Background: an optimization exercise with open tools, aiming at small area. Do not read the settings as production practice.
The RTL was checked by simulation tests, not by an equivalence proof against the original design.
The flow treats the clock pin as an ideal source, which a real chip does not have.

## JK
Design pong_core, start of the top module:
module pong_core(clk,BTN_EAST, BTN_WEST, Reset, CounterX, CounterY, inDisplayArea, vga_R, vga_G, vga_B, oLed);
input clk;
input wire BTN_EAST, BTN_WEST;
input Reset;
input wire [9:0] CounterX;
input wire [8:0] CounterY;
input wire inDisplayArea;
output vga_R, vga_G, vga_B;
output wire [7:0] oLed;
reg [7:0] oLedCount;
reg [2:0] PaddleBlock;       
reg [9:0] ballX;
reg [8:0] ballY;
reg ball_inX, ball_inY;
reg ball_dirX, ball_dirY;
wire left, right;
debounce deboright(.PB(BTN_EAST), .clk(clk), .Reset(Reset), .PB_state(),.PB_down(right),.PB_up());
debounce deboleft (.PB(BTN_WEST), .clk(clk), .Reset(Reset), .PB_state(),.PB_down(left),.PB_up());
always @(posedge clk)
if(Reset)
	PaddleBlock <= 3'd3;
else if(right & ~left)
	PaddleBlock <= PaddleBlock + 3'd1;
else if(left & ~right & (|PaddleBlock))
	PaddleBlock <= PaddleBlock - 3'd1;
function plus1_7; input [6:0] a; input [6:0] b;
  integer i; reg ok; reg [7:0] xx; begin
  xx = {1'b0, a ^ b}; ok = xx[0];
  for (i=0;i<7;i=i+1)
    if (xx[i]) ok = ok & (xx[i+1] ? (~a[i] & b[i]) : a[i]);
    else ok = ok & ~xx[i+1];
  plus1_7 = ok; end endfunction
wire [9:0] ex = CounterX ^ ballX;
wire [8:0] ey = CounterY ^ ballY;
wire x0  = ~|ex;
wire x8  = ~|ex[2:0] & plus1_7(CounterX[9:3], ballX[9:3]);
wire x16 = ~|ex[3:0] & plus1_7({1'b0, CounterX[9:4]}, {1'b0, ballX[9:4]});
wire y0  = ~|ey;
wire y8  = ~|ey[2:0] & plus1_7({1'b0, CounterY[8:3]}, {1'b0, ballY[8:3]});
wire y16 = ~|ey[3:0] & plus1_7({2'b0, CounterY[8:4]}, {2'b0, ballY[8:4]});
always @(posedge clk)
if(Reset)
	ball_inX <= 0;
else if(ball_inX==0)
	ball_inX <= x0 & ball_inY;
else
	ball_inX <= !x16;
always @(posedge clk)
if(Reset)
	ball_inY <= 0;
else if(ball_inY==0)
	ball_inY <= y0;
else
	ball_inY <= !y16;
wire ball = ball_inX & ball_inY;
wire border = (CounterX[9:3]==0) || (CounterX[9:3]==79) || (CounterY[8:3]==0) || (CounterY[8:3]==59);
wire [3:0] pb1 = {1'b0, PaddleBlock} + 4'd1;
wire padA = (CounterX[9:6] == {1'b0, PaddleBlock}) && (CounterX[5:3] != 3'd0);
  ...
Size: roughly 470 cells after synthesis, roughly 35 I/O pins, about 0.0042 mm² of cells after synthesis.
Settings: LEC_CHECK=0, CAP_MARGIN=20, CORE_MARGIN=2, CORE_UTILIZATION=40, SLEW_MARGIN=20; clock period 10.0 ns.
run.sh (not shown) runs the stock make flow with config.mk's settings and CLKGATE_MAP_FILE= SYNTH_SCRIPT=/design/flow/synth_recipe.tcl, a recipe that flattens the netlist after the stock synthesis.
JK reached the final stage; the timing, design-rule and antenna checks on its layout passed.
Edits applied to the flow inputs when going from JK to MS:
- CORE_UTILIZATION: 40 -> 60
==> flow/flow/run.sh (new file) <==
#!/bin/bash
# The standard layout, with the smallest buffer on each input and output port
# and the clock tree collapsed into one root buffer (flow/collapse_cts.tcl).
set -euo pipefail
here=$(pwd)
bash standard.sh \
  BUFFER_PORTS_ARGS="-buffer_cell sky130_fd_sc_hd__buf_1" \
  CTS_ARGS="-sink_clustering_enable -repair_clock_nets -dont_use_dummy_load -buf_list sky130_fd_sc_hd__clkbuf_16" \
  POST_CTS_TCL="$here/flow/collapse_cts.tcl" \
  finish > standard.log 2>&1
==> flow/flow/collapse_cts.tcl (new file) <==
# Runs at the end of the CTS step (POST_CTS_TCL): the clock tree that CTS
# built for this small design is collapsed into its root buffer, which is
# made large enough to drive every clock sink itself. The clock port still
# drives only that buffer.
set block [ord::get_db_block]
set db [ord::get_db]
set clk_port [$block findBTerm clk]
set clk_net [$clk_port getNet]
set root ""
foreach it [$clk_net getITerms] {
  if { [string match "sky130_fd_sc_hd__clkbuf_*" [[$it getInst] getMaster] ] } { }
  set inst [$it getInst]
  if { [string match "sky130_fd_sc_hd__clkbuf_*" [[$inst getMaster] getName]] } { set root $inst }
}
if { $root eq "" } { error "no clock root buffer found" }
set root_net [[$root findITerm X] getNet]
set sinks {}
set dead_insts {}
set dead_nets {}
proc walk { net } {
  global sinks dead_insts dead_nets
  foreach it [$net getITerms] {
    if { [$it isOutputSignal] } { continue }
    set inst [$it getInst]
    set m [[$inst getMaster] getName]
    if { [string match "sky130_fd_sc_hd__clkbuf_*" $m] || [string match "sky130_fd_sc_hd__clkinv*" $m] || [string match "sky130_fd_sc_hd__bufinv*" $m] } {
      lappend dead_insts $inst
      set out [$inst findITerm X]
      if { $out eq "NULL" || $out eq "" } { set out [$inst findITerm Y] }
      set onet [$out getNet]
      if { $onet ne "NULL" && $onet ne "" } { lappend dead_nets $onet; walk $onet }
    } else {
      lappend sinks $it
    }
  }
}
walk $root_net
puts "collapse_cts: [llength $sinks] sinks, removing [llength $dead_insts] buffers"
foreach it $sinks { $it disconnect; $it connect $root_net }
foreach inst $dead_insts { odb::dbInst_destroy $inst }
foreach net $dead_nets { odb::dbNet_destroy $net }
$root swapMaster [$db findMaster sky130_fd_sc_hd__clkbuf_16]
detailed_placement
check_placement -verbose
estimate_parasitics -placement
report_clock_skew
==> flow/standard.sh (new file) <==
#!/bin/bash
# synth_recipe.tcl (not shown) runs the flow's synth.tcl, then flattens the netlist and writes it again
# the make line also repeats each setting of config.mk as NAME=value (left out here)
make -C /OpenROAD-flow-scripts/flow DESIGN_CONFIG=/design/flow/config.mk WORK_HOME=/design/flow/orfs CLKGATE_MAP_FILE= SYNTH_SCRIPT=/design/flow/synth_recipe.tcl "${@:-finish}"
removed: flow/run.sh
==> summary.txt <==
Diff JK -> MS: synthesized area did not really move, wire length of the first global-routing pass has decreased, wire length fell by 480 µm.

-- static timing again, ports no longer ideal --
How much do the figures lean on ideal ports? The routed layouts below were timed once more, with nothing changed but the port constraints. Step 1 assumes that a clkbuf_16 drives the clock port and a buf_2 every other input. Step 2 also shifts input and output timing later by t, the mid clock arrival at the registers, as if the neighbouring blocks saw the same clock. a / b / c = no drivers / after step 1 / after step 2; a / b = the first two.
run | t, ns | setup WS [ns] | clock arrival spread, ns | worst register clock-pin slew, ns | pins driven straight from the clock port
JK | 0.393 | 5.549 / 5.555 / 5.162 | 0.013 / 0.013 | 0.09 / 0.09 | 1
MS | 0.354 | 5.838 / 5.848 / 5.494 | 0.017 / 0.017 | 0.06 / 0.06 | 1
After both steps setup and hold are still met in every run listed. For JK, which loses most, drivers alone change the setup slack by +0.006 ns; drivers and shift together by -0.387 ns.
